This design comes from an exercise in tuning for small area, a short achievable clock period and few clock cycles per item on the open sky130 flow, not from production work.
Function not checked in this run: the RTL went through the layout flow alone.

### run.sh
#!/bin/bash
# synth_recipe.tcl (not shown) runs the flow's synth.tcl, then flattens the netlist and writes it again
# the make line also repeats each setting of config.mk as NAME=value (left out here)
make -C /OpenROAD-flow-scripts/flow DESIGN_CONFIG=/design/flow/config.mk WORK_HOME=/design/flow/orfs CLKGATE_MAP_FILE= SYNTH_SCRIPT=/design/flow/synth_recipe.tcl finish
### config.mk
export PLATFORM = sky130hd
export DESIGN_NAME = Processor
export DESIGN_NICKNAME = Processor
export VERILOG_FILES = /design/flow/design.v
export SDC_FILE = /design/flow/constraint.sdc
export NUM_CORES = 4
export LEC_CHECK = 0
export CAP_MARGIN = 20
export CORE_MARGIN = 2
export CORE_UTILIZATION = 65
export CTS_CLUSTER_DIAMETER = 70
export CTS_CLUSTER_SIZE = 20
export SETUP_SLACK_MARGIN = 3.7
export SLEW_MARGIN = 20
### constraint.sdc
create_clock -name core_clock -period 6.0 [get_ports {clk}]
set_input_delay 1.2000 -clock core_clock [delete_from_list [all_inputs] [get_ports {clk}]]
set_output_delay 1.2000 -clock core_clock [all_outputs]
set_load 0.01 [all_outputs]
### design.v
module Processor(clk , rst , imem_addr , imem_data , IR , Loaded , Stored , Out , valid) ;
	input clk ;
	input rst ;
	input [15:0] imem_data ;
	output [15:0] imem_addr ;
	output reg valid ;
	output reg [15:0] Out , Stored , Loaded ;
	output reg [15:0] IR ;
	localparam [255:0] RINIT = {
		16'h1984, 16'h3994, 16'h0CDE, 16'h1CBA, 16'h0102, 16'h1A32, 16'h0414, 16'h22DA,
		16'h1C86, 16'h22E0, 16'h0001, 16'h1C3A, 16'h00AA, 16'h0030, 16'h0020, 16'h0010 } ;
	localparam [255:0] MINIT = {
		16'h1984, 16'h0000, 16'h0CDE, 16'h0000, 16'h0102, 16'h1A32, 16'h0000, 16'h22DA,
		16'h0000, 16'h0000, 16'h0000, 16'h1C3A, 16'h00AA, 16'h0000, 16'h0020, 16'h0001 } ;
	reg [15:0] pc ;
	assign imem_addr = pc ;
	reg [255:0] rf ;    
	reg [255:0] dm ;    
	reg rst_q ;
	reg [15:0] IRd ;
	reg [3:0] d_rb ;              
	reg d_sub ;
	reg [15:0] ra_oh , rb_oh ;    
	reg vd ;
	always @(posedge clk) begin
		IRd <= imem_data ;
		d_rb <= (imem_data[15:12] == 4'd6) ? imem_data[11:8] : imem_data[3:0] ;
		d_sub <= (imem_data[15:12] == 4'd1) ;
		ra_oh <= 16'd1 << imem_data[7:4] ;
		rb_oh <= 16'd1 << ((imem_data[15:12] == 4'd6) ? imem_data[11:8] : imem_data[3:0]) ;
		rst_q <= rst ;
		if (rst) begin
			pc <= 16'd0 ;
			vd <= 1'b0 ;
		end else begin
			pc <= pc + 16'd1 ;
			vd <= 1'b1 ;
		end
	end
	wire [3:0] d_op  = IRd[15:12] ;
	wire [3:0] d_rs1 = IRd[7:4] ;
	wire d_and   = (d_op == 4'd2) ;
	wire d_or    = (d_op == 4'd3) ;
	wire d_xor   = (d_op == 4'd4) ;
	wire d_load  = (d_op == 4'd5) ;
	wire d_store = (d_op == 4'd6) ;
	wire d_sum   = !(d_and || d_or || d_xor || d_load || d_store) ;
	reg [15:0] A , Bx ;   
	reg [15:0] IRe ;
	reg ve ;
	reg c_sub , c_and , c_or , c_xor , c_ld , c_st , c_sum ;
	reg fa , fb ;         
	reg [15:0] sumR , othR ;
	reg sW , wW , ldW , stW , vW ;
	reg [3:0] rdW ;
	reg [15:0] IRw ;
	reg [15:0] wen ;      
	wire [15:0] wv = sW ? sumR : othR ;    
	reg [15:0] rda , rdb ;
	integer k ;
	always @* begin
		rda = 16'd0 ;
		rdb = 16'd0 ;
		for (k = 0 ; k < 16 ; k = k + 1) begin
			rda = rda | ({16{ra_oh[k]}} & rf[16*k +: 16]) ;
			rdb = rdb | ({16{rb_oh[k]}} & rf[16*k +: 16]) ;
		end
	end
	wire [15:0] rfa = (wW && rdW == d_rs1) ? wv : rda ;
	wire [15:0] rfb = (wW && rdW == d_rb) ? wv : rdb ;
	wire e_wr = ve && !c_st ;    
	always @(posedge clk) begin
		A <= rfa ;
		Bx <= d_sub ? ~rfb : rfb ;
		fa <= e_wr && (IRe[11:8] == d_rs1) ;
		fb <= e_wr && (IRe[11:8] == d_rb) ;
		IRe <= IRd ;
		c_sub <= d_sub ;
		c_and <= d_and ;
		c_or <= d_or ;
		c_xor <= d_xor ;
		c_sum <= d_sum ;
		c_ld <= d_load && vd && !rst ;
		c_st <= d_store && vd && !rst ;
		ve <= vd && !rst ;
	end
	wire [15:0] a = fa ? wv : A ;
	wire [15:0] b = fb ? (wv ^ {16{c_sub}}) : Bx ;    
	wire [16:0] sum = {a, 1'b1} + {b, c_sub} ;        
	wire [15:0] am = 16'd1 << a[3:0] ;                
	reg [15:0] mrd ;
	integer m ;
	always @* begin
		mrd = 16'd0 ;
		for (m = 0 ; m < 16 ; m = m + 1) mrd = mrd | ({16{am[m]}} & dm[16*m +: 16]) ;
	end
	wire [15:0] oth = ({16{c_and}} & (a & b)) | ({16{c_or}} & (a | b)) | ({16{c_xor}} & (a ^ b)) |
	                  ({16{c_ld}} & mrd) | ({16{c_st}} & b) ;
	always @(posedge clk) begin
		sumR <= sum[16:1] ;
		othR <= oth ;
		sW <= c_sum ;
		rdW <= IRe[11:8] ;
		IRw <= IRe ;
		wen <= {16{rst}} | ({16{e_wr}} & (16'd1 << IRe[11:8])) ;
		if (rst) begin
			wW <= 1'b0 ;
			ldW <= 1'b0 ;
			stW <= 1'b0 ;
			vW <= 1'b0 ;
		end else begin
			wW <= e_wr ;
			ldW <= c_ld ;
			stW <= c_st ;
			vW <= ve ;
		end
	end
	wire [15:0] rf_wd_0 = wv & {16{~rst_q}} ;    
	wire [15:0] rf_wd_1 = wv | {16{rst_q}} ;     
	wire [15:0] dm_wd_0 = b & {16{~rst_q}} ;
	wire [15:0] dm_wd_1 = b | {16{rst_q}} ;
	genvar gi , gj ;
	generate
		for (gi = 0 ; gi < 16 ; gi = gi + 1) begin : row
			wire rf_en = wen[gi] ;
			wire dm_en = rst_q | (c_st && am[gi]) ;
			for (gj = 0 ; gj < 16 ; gj = gj + 1) begin : col
				always @(posedge clk) begin
					if (rf_en) rf[16*gi + gj] <= RINIT[16*gi + gj] ? rf_wd_1[gj] : rf_wd_0[gj] ;
					if (dm_en) dm[16*gi + gj] <= MINIT[16*gi + gj] ? dm_wd_1[gj] : dm_wd_0[gj] ;
				end
			end
		end
	endgenerate
	always @(posedge clk) begin
		if (rst)
			valid <= 1'b0 ;
		else
			valid <= vW ;
		if (rst_q) begin
			Loaded <= 16'd0 ;
			Stored <= 16'd0 ;
		end else begin
			if (ldW) Loaded <= othR ;
			if (stW) Stored <= othR ;
		end
		IR <= IRw ;
		Out <= wv ;
	end
endmodule
==> impl_metrics.json <==
{
  "outcome": "no timing/DRC/antenna violations",
  "p_per_area_nw_per_um2": 386.8,
  "fin_skew_ns": 0.06296,
  "fmax_mhz": 306.5,
  "grt-ovfl-total": 0,
  "area_growth_pct": 24.80,
  "vias": 24368,
  "hold_path_class": "flop to flop",
  "antenna_left": 0,
  "avgRoutedWirePerCell_um": 37.29,
  "yosysSeqAreaShare_pct": 67.73,
  "reg2reg_to": "othR[15]$_DFF_P_",
  "layout_commonest_cell": "edfxtp_1",
  "period_minus_slack_ns": 3.262,
  "cts_tree": "built",
  "synth.avg_cell_area_um2": 13.38,
  "cts_buffers": 46,
  "die_w_um": 220.5,
  "dieArea_um2": 48630,
  "cts.sinks": 775,
  "cp_top_family": "simple AND/OR/NAND/NOR gates",
  "grt_max_degree": 81,
  "die_h_um": 220.5,
  "globalplace.congestion": 1.006,
  "port_buffers": 98,
  "endpoint_kind": "flop",
  "fin_tns_setup_ns": 0,
  "fin_nets": 2616,
  "cts-root-buf": "clkbuf_16",
  "synth-edff-count": 512,
  "whs_path_depth": 0,
  "hold_start": "IRw[6]$_DFF_P_",
  "async_flop_share_pct": 0,
  "critical_path.max_fanout": 26,
  "clk_pin_slew_ns": 0.08,
  "synth-seq-cells": 775,
  "vias_per_cell": 7.589,
  "yosys_warnings": 1,
  "rows": 79,
  "hpwl_mm": 61.82,
  "grt.total_usage_pct": 46.51,
  "first_pass_iters": 11,
  "path_buf_inv": 4,
  "start_util_pct": 65.60,
  "drc": 0,
  "hold_path_end": "IR[6]$_DFF_P_",
  "cp_slowest_cell": "nor4_4",
  "critPathKind": "flop to flop",
  "synth_cells": 2278,
  "worstMarginPinSlew_ns": 1.317,
  "min_period_over_period_pct": 54.37,
  "crit_chain": "buf_8 -> nor2_2 -> a21o_4 -> buf_6 -> buf_4 -> inv_12 -> nand2_1 -> o21ai_1 -> nor4_4 -> o221ai_1",
  "design_power_total_mw": 14.71,
  "netlist_area_um2": 30470,
  "grt_pass1_wl_mm": 158.2,
  "drv_slew": 0,
  "ctsLongestPathBuffers": 3,
  "layout-drive-gt1-share_pct": 29.91,
  "grt_setup_unrepaired": "true",
  "ios": 99,
  "r2r-start": "fa$_DFF_P_",
  "cp.required_ns": 6.47,
  "cts-htree-levels": 2,
  "hold_viol": 0,
  "antenna_found_initial": 7,
  "maxCapViolations": 0,
  "slowest_delay_ns": 0.79,
  "finalSetupViolCount": 0,
  "core_area_um2": 46460,
  "syn_nets": 2330,
  "start_kind": "flop",
  "finalWirelength_mm": 119.8,
  "final_cell_mix": "edfxtp_1 (512), dfxtp_1 (181), a22oi_1 (173), buf_4 (171), nor2_1 (122)",
  "relSlewSlack_pct": 12.07,
  "cp.arrival_ns": 3.74,
  "insertion_delay_ns": 0.69,
  "dr.first_iter.drc_count": 5171,
  "grt_pass1_vias": 22683,
  "critPathLaunch": "fa$_DFF_P_",
  "p_leak_nw": 14.12,
  "synth_flop_cell": "edfxtp_1",
  "synth_cell_types": 78,
  "regToRegSetupSlack_ns": 2.74,
  "reg2reg_depth": 10,
  "peakVddDrop_v": 0.0003524
}
[layer usage]
metal / wire length, um / global-route usage (%) / vias up
met5: 294 / 1.111 / -
met3: 20450 / 20.30 / 947
met1: 37280 / 56.64 / 11348
met2: 49930 / 67.59 / 2769
met4: 11800 / 30.40 / 12
li1: - / - / 9292
[cells by family after synthesis]
| family | Yosys count | synth area share [%] |
|---|---|---|
| muxes | 110 | 3.917 |
| buffers and inverters | 214 | 3.116 |
| adders and majority gates | 34 | 1.421 |
| AOI/OAI and AO/OA | 555 | 13.80 |
| and+or+nand+nor | 517 | 7.924 |
| xor gates and xnor gates | 73 | 2.098 |
| DFF | 775 | 67.73 |
[registers in the layout, indices dropped and copies added, names as in the netlist, 4 cells and up]
signal and cells:
A 16, Bx 16, IR 16, IRd 16
IRe 16, IRw 16, Loaded 16, Out 16
Stored 16, d_rb 4, dm 256, othR 16
pc 16, ra_oh 16, rb_oh 16, rf 256
sumR 16, wen 16
[cell usage after synthesis, drive strengths merged (6+ instances only)]
cell	n	area share, %
nand4	17	0.35
o21ai	36	0.59
and3	7	0.14
edfxtp	512	50
clkbuf	112	1.4
a21oi	66	1.1
a21o	27	0.76
nand2b	37	0.76
nand3	89	1.5
o22ai	19	0.39
mux2i	94	3.3
nor4	7	0.14
a221oi	65	1.9
ha	33	1.4
o31ai	7	0.17
a222oi	6	0.20
dfxtp	263	17
nor3	62	1.1
nor2b	8	0.16
a31oi	8	0.16
buf	38	0.91
mux2	14	0.52
a22o	69	2.0
nor2	160	2.0
nand2	112	1.4
xnor2	30	0.86
a41o	8	0.26
inv	63	0.80
a22oi	185	4.6
a31o	10	0.29
a32oi	12	0.34
xor2	43	1.2
[report_power, final]
| group | switching, mW | internal [mW] |
|---|---|---|
| registers | 0.518 | 6.60 |
| logic | 2.59 | 1.67 |
| clock network | 1.81 | 1.52 |
| total | 4.91 | 9.80 |
[worst max-delay path by stage]
stage / to / cells after the start / slack, ns
2_1_floorplan: sumR[15]$_DFF_P_ / 15 / 3.07
3_3_place_gp: othR[10]$_DFF_P_ / 8 / 1.15
3_5_place_dp: sumR[15]$_DFF_P_ / 11 / 1.77
4_1_cts: sumR[15]$_DFF_P_ / 12 / 3.19
5_1_grt: othR[15]$_DFF_P_ / 11 / 2.67
6_report: othR[15]$_DFF_P_ / 10 / 2.74
[final cells by class]
class / instances / area [um^2]
sequential: 775 / 20760
multi-input combinational: 1292 / 10650
fill: 2336 / 8424
timing repair buffer: 378 / 4036
clock buffer: 74 / 1309
tap: 607 / 759.5
inverter: 64 / 311.5
timing repair inverter: 7 / 105.1
clock inverter: 8 / 83.83
antenna: 6 / 15.01
[repair_timing]
item	CTS	global route
endpoints found under the hold margin	0	0
endpoints found under the setup margin	729	433
pin swaps	67	65
buffers inserted	163	74
hold buffers	0	0
resized for setup	682	195
gates cloned	15	0
[per-stage QoR]
stage               cell area [um^2]  std cells  setup slack (ns)  utilization, %  hold slack (ns)
floorplan                      30800       2278             3.068               -           0.3095
global placement               32070       2868             1.149           69.03           0.3096
detailed placement             32100       2870             1.768           69.10           0.3121
CTS                            36480       3130             3.190           78.53           0.3265
global route                   38020       3205             2.674           81.83           0.3320
finish                         38030       3211             2.738           81.87           0.3233

port drivers added, routing unchanged:
No port has a modelled driver above. Below, the same layout with a new extraction and two added sets of constraints. Step 1, drivers: a clkbuf_16 drives clk and a buf_2 each remaining input, both assumed. Step 2 adds t to the input delays and takes it off the output delays; t is the mean of the earliest and latest rising clock arrival at the registers after step 1. Input paths then give back, and output paths get back, about the clock's delay inside the block. Three values: no drivers, after step 1, after step 2; two values: the first two.
shift t [ns]: 0.709
setup slack, ns: 2.738 / 2.738 / 2.738
worst setup path at the end: register to register
worst data-port slew with drivers (ns): 0.05
cell pins on the clock port's net: 1
After both steps setup and hold are still met in this run. For this run, drivers alone change the setup slack by 0.000 ns; drivers and shift together by 0.000 ns.
